This is an optimization exercise on Yosys and OpenROAD, whose aim is a short achievable clock period and few clock cycles, not a production implementation.
Power is estimated from default activity; no workload was simulated.

== rev 12 ==
## TopLevel
module TopLevel(
	input Reset,    
          Clk,	    
	output logic Ack,	    
	output [9:0] InstAddr,
	input  [8:0] InstData,
	output [7:0] DataAddr,
	output [7:0] DataWrite,
	output       DataWriteEn,
	input  [7:0] DataRead
);
function automatic logic [8:0] padd8(input logic [7:0] a, input logic [7:0] b, input logic cin);
  logic [7:0] g, p, gg, pp, gn, pn;
  logic [8:0] c;
  g = a & b;
  p = a ^ b;
  gg = g; pp = p;
  for (int d = 1; d < 8; d = d * 2) begin
    gn = gg; pn = pp;
    for (int i = d; i < 8; i++) begin
      gn[i] = gg[i] | (pp[i] & gg[i-d]);
      pn[i] = pp[i] & pp[i-d];
    end
    gg = gn; pp = pn;
  end
  c[0] = cin;
  for (int i = 0; i < 8; i++) c[i+1] = gg[i] | (pp[i] & cin);
  padd8 = {c[8], p ^ c[7:0]};
endfunction
function automatic logic [9:0] pinc10(input logic [9:0] a);
  logic [9:0] r;
  for (int i = 0; i < 10; i++) r[i] = a[i] ^ (&(a | ~((10'd1 << i) - 10'd1)));
  pinc10 = r;
endfunction
logic [9:0] pc;
  ...
==> module TopLevel, before the edit <==
module TopLevel(
	input Reset,    
          Clk,	    
	output logic Ack,	    
	output [9:0] InstAddr,
	input  [8:0] InstData,
	output [7:0] DataAddr,
	output [7:0] DataWrite,
	output       DataWriteEn,
	input  [7:0] DataRead
);
function automatic logic [8:0] padd8(input logic [7:0] a, input logic [7:0] b, input logic cin);
  logic [7:0] g, p, gg, pp, gn, pn;
  logic [8:0] c;
  g = a & b;
  p = a ^ b;
  gg = g; pp = p;
  for (int d = 1; d < 8; d = d * 2) begin
    gn = gg; pn = pp;
    for (int i = d; i < 8; i++) begin
      gn[i] = gg[i] | (pp[i] & gg[i-d]);
      pn[i] = pp[i] & pp[i-d];
    end
    gg = gn; pp = pn;
  end
  c[0] = cin;
  for (int i = 0; i < 8; i++) c[i+1] = gg[i] | (pp[i] & cin);
  padd8 = {c[8], p ^ c[7:0]};
endfunction
function automatic logic [9:0] pinc10(input logic [9:0] a);
  logic [9:0] r;
  for (int i = 0; i < 10; i++) r[i] = a[i] ^ (&(a | ~((10'd1 << i) - 10'd1)));
  pinc10 = r;
endfunction
logic [9:0] pc;
logic [7:0] rf [0:7];       
logic       isVal;          
logic       halted;
logic [7:0] valDest;        
logic [7:0] opA, opB, imm;
logic [7:0] shOH;           
logic       xAdd, xSub, xXor, xLsl, xRdx, xInc, xLd, xImm, xShift, xCmp, xSt;
logic [7:0] xWe;            
logic [7:0] daReg, dwReg;   
wire [8:0] sumC   = padd8(opA, opB, 1'b0);
wire [8:0] diffC  = padd8(opA, ~opB, 1'b1);
wire [8:0] incC   = padd8(opB, 8'd0, 1'b1);
wire [7:0] sumAB  = sumC[7:0];
wire [7:0] diffAB = diffC[7:0];
wire [7:0] incB   = incC[7:0];
logic [7:0] lsl;
always_comb begin
  lsl = 8'd0;
  for (int j = 0; j < 8; j++)
    for (int k = 0; k <= j; k++)
      lsl[j] = lsl[j] | (shOH[k] & opA[j-k]);
end
wire [7:0] lfsr = {1'b0, rf[7][5:0], ^(rf[6][6:0] & rf[7][6:0])};
wire [7:0] resRaw = ({8{xAdd}}   & sumAB)
                  | ({8{xSub}}   & diffAB)
                  | ({8{xXor}}   & (opA ^ opB))
                  | ({8{xLsl}}   & lsl)
                  | ({8{xRdx}}   & {7'b0, ^opB})
                  | ({8{xInc}}   & incB)
                  | ({8{xLd}}    & DataRead)
                  | ({8{xImm}}   & imm)
                  | ({8{xShift}} & lfsr);
wire [7:0] res = resRaw;    
wire       fEx = xCmp & ~diffAB[7];
always_ff @(posedge Clk)
  for (int i = 0; i < 8; i++)
    if (Reset)       rf[i] <= 8'd0;
    else if (xWe[i]) rf[i] <= (i == 7) ? {1'b0, res[6:0]} : res;
wire [8:0] w  = InstData;
wire [2:0] op = w[8:6];
wire [2:0] fa = w[5:3];
wire [2:0] fb = w[2:0];
wire       run = ~halted;
wire isBrGrp  = ~isVal & (op == _BRANCH);
wire isBr     = isBrGrp & (w[3:0] != 4'd0);
wire isHalt   = isBrGrp & (w[3:0] == 4'd0) & w[5];
wire isShift  = isBrGrp & (w[3:0] == 4'd0) & ~w[5];
wire taken    = isBr & (~w[5] | fEx);
wire isMov1   = ~isVal & (w[8:3] == 6'b111111);
wire isRdx    = ~isVal & (w[8:3] == 6'b111110);
wire isLslA   = ~isVal & (op == _LSHIFT) & (fa[2:1] != 2'b11);
wire isInc    = ~isVal & (op == _CMP) & (fa == 3'b111);
wire isLd     = ~isVal & (op == _LOAD);
wire isSt     = ~isVal & (op == _STORE);
wire isXor    = ~isVal & (op == _XOR);
wire isAdd    = ~isVal & (op == _ADD);
wire isSub    = ~isVal & (op == _SUB);
wire isCmpF   = (op == _CMP);        
wire [7:0] aOH = 8'd1 << fa;
wire [7:0] bOH = 8'd1 << fb;
wire [7:0] weD = isVal ? valDest
               : ({8{isLd | isXor | isAdd | isSub | isLslA}} & aOH)
               | ({8{isMov1 | isRdx | isInc}} & bOH)
               | {isShift, 7'b0};
wire [9:0] pcInc = pinc10(pc);
wire [8:0] loSum = padd8({3'b0, pc[4:0]}, {3'b0, w[4:0]}, 1'b0);
wire [4:0] hiP   = pinc10({5'b0, pc[9:5]});
wire [4:0] hiM   = ~pinc10({5'b0, ~pc[9:5]});
wire [4:0] hiBr  = (loSum[5] ^ w[4]) ? (w[4] ? hiM : hiP) : pc[9:5];
wire [9:0] pcBr  = {hiBr, loSum[4:0]};
wire fwdA  = xWe[fa];
wire fwdB  = xWe[fb];
wire fwdA7 = xWe[fa] & (fa != 3'd7);
wire fwdB7 = xWe[fb] & (fb != 3'd7);
wire [7:0] rfA = rf[fa];
wire [7:0] rfB = rf[fb];
wire [7:0] rdA = {fwdA7 ? res[7] : rfA[7], fwdA ? res[6:0] : rfA[6:0]};
wire [7:0] rdB = {fwdB7 ? res[7] : rfB[7], fwdB ? res[6:0] : rfB[6:0]};
always_ff @(posedge Clk) begin
  if (Reset) begin
    pc      <= 10'd0;
    isVal   <= 1'b0;
    halted  <= 1'b0;
    valDest <= 8'd0;
    {xAdd, xSub, xXor, xLsl, xRdx, xInc, xLd, xImm, xShift, xCmp, xSt} <= '0;
    xWe     <= 8'd0;
  end else begin
    pc      <= taken ? pcBr : pcInc;
    isVal   <= run & isMov1;
    halted  <= halted | isHalt;
    valDest <= bOH;
    xAdd    <= run & isAdd;
    xSub    <= run & isSub;
    xXor    <= run & isXor;
    xLsl    <= run & (isLslA | isMov1);
    xRdx    <= run & isRdx;
    xInc    <= run & isInc;
    xLd     <= run & isLd;
    xImm    <= run & isVal;
    xShift  <= run & isShift;
    xCmp    <= run & isCmpF;
    xSt     <= run & isSt;
    xWe     <= {8{run}} & weD;
  end
  if (isLd | isSt) daReg <= rdB;
  if (isSt)         dwReg <= rdA;
  opA  <= rdA;
  opB  <= rdB;
  imm  <= w[7:0];
  shOH <= bOH;
end
assign InstAddr    = pc;
assign DataAddr    = daReg;
assign DataWrite   = dwReg;
assign DataWriteEn = xSt;
assign Ack         = halted;
endmodule
clock: 4.2 ns
lec_check: 0
abc_clock_period_in_ps: 1500
cap_margin: 20
core_margin: 2
core_utilization: 40
setup_slack_margin: 2.6
slew_margin: 20
run.sh (not shown) runs the stock make flow with config.mk's settings and CLKGATE_MAP_FILE= SYNTH_SCRIPT=/design/flow/synth_recipe.tcl, a recipe that flattens the netlist after the stock synthesis.
Setup changes, rev 12 to rev 13
--- a/flow/design.v
+++ b/flow/design.v
@@ -53,5 +53,5 @@
 logic       xAdd, xSub, xXor, xLsl, xRdx, xInc, xLd, xImm, xShift, xCmp, xSt;
 logic [7:0] xWe;            
-logic [7:0] daReg, dwReg;   
+logic       xDest7;
 wire [8:0] sumC   = padd8(opA, opB, 1'b0);
 wire [8:0] diffC  = padd8(opA, ~opB, 1'b1);
@@ -77,10 +77,10 @@
                   | ({8{xImm}}   & imm)
                   | ({8{xShift}} & lfsr);
-wire [7:0] res = resRaw;    
+wire [7:0] res = {resRaw[7] & ~xDest7, resRaw[6:0]};
 wire       fEx = xCmp & ~diffAB[7];
 always_ff @(posedge Clk)
   for (int i = 0; i < 8; i++)
     if (Reset)       rf[i] <= 8'd0;
-    else if (xWe[i]) rf[i] <= (i == 7) ? {1'b0, res[6:0]} : res;
+    else if (xWe[i]) rf[i] <= res;
 wire [8:0] w  = InstData;
 wire [2:0] op = w[8:6];
@@ -115,12 +115,6 @@
 wire [4:0] hiBr  = (loSum[5] ^ w[4]) ? (w[4] ? hiM : hiP) : pc[9:5];
 wire [9:0] pcBr  = {hiBr, loSum[4:0]};
-wire fwdA  = xWe[fa];
-wire fwdB  = xWe[fb];
-wire fwdA7 = xWe[fa] & (fa != 3'd7);
-wire fwdB7 = xWe[fb] & (fb != 3'd7);
-wire [7:0] rfA = rf[fa];
-wire [7:0] rfB = rf[fb];
-wire [7:0] rdA = {fwdA7 ? res[7] : rfA[7], fwdA ? res[6:0] : rfA[6:0]};
-wire [7:0] rdB = {fwdB7 ? res[7] : rfB[7], fwdB ? res[6:0] : rfB[6:0]};
+wire [7:0] rdA = xWe[fa] ? res : rf[fa];
+wire [7:0] rdB = xWe[fb] ? res : rf[fb];
 always_ff @(posedge Clk) begin
   if (Reset) begin
@@ -131,4 +125,5 @@
     {xAdd, xSub, xXor, xLsl, xRdx, xInc, xLd, xImm, xShift, xCmp, xSt} <= '0;
     xWe     <= 8'd0;
+    xDest7  <= 1'b0;
   end else begin
     pc      <= taken ? pcBr : pcInc;
@@ -148,7 +143,6 @@
     xSt     <= run & isSt;
     xWe     <= {8{run}} & weD;
+    xDest7  <= weD[7];
   end
-  if (isLd | isSt) daReg <= rdB;
-  if (isSt)         dwReg <= rdA;
   opA  <= rdA;
   opB  <= rdB;
@@ -157,6 +151,6 @@
 end
 assign InstAddr    = pc;
-assign DataAddr    = daReg;
-assign DataWrite   = dwReg;
+assign DataAddr    = opB;
+assign DataWrite   = opA;
 assign DataWriteEn = xSt;
 assign Ack         = halted;
Notes after the runs:
Rev 13 vs. rev 12: global-route usage went up by 0.88 points, instance count along the most critical hold path went down by 1, maximum frequency went up by 0.78%, number of setup buffers added after CTS went up by 67%. Relative to rev 12, the multi-input combinational cell area measured on rev 13 has increased by a few percent. Rev 13 went all the way through the flow, and no timing, DRC or antenna check failed. Taking rev 12 as the reference, in rev 13 final wirelength closely matched the old numbers, first-pass GRT wire length increased by about 1.4% relative to the old numbers, worst setup slack increased by 19 ps relative to the old numbers. Clock power came out lower on rev 13 than on rev 12.
Function was not checked in any run of this note: the RTL went through the layout flow alone.

## separate check: timing with driven ports
The flow's constraints put no driver on any port. The routed layouts listed below were extracted and timed again, unchanged, in two steps.
Step 1 sets driving cells, clkbuf_16 on the clock port and buf_2 on the other inputs (assumed; they add their load-dependent delay and slew).
Step 2 moves the port delays by t, midway between the first and last clock arrival at a register: inputs arrive t later, outputs are due t later. That takes back most of the time a late clock gives input paths.
Three values: no drivers, after step 1, after step 2; two values: the first two.
run | t, ns | slack for setup (ns) | clock arrival spread, ns | pins driven straight from the clock port
rev 12 | 0.474 | 1.724 / 1.724 / 1.492 | 0.011 / 0.011 | 1
rev 13 | 0.465 | 1.743 / 1.743 / 1.342 | 0.014 / 0.014 | 1
After both steps every run listed still meets setup and hold. The setup slack of rev 13, which loses most, moves by 0.000 ns with the drivers and by -0.401 ns with both steps.
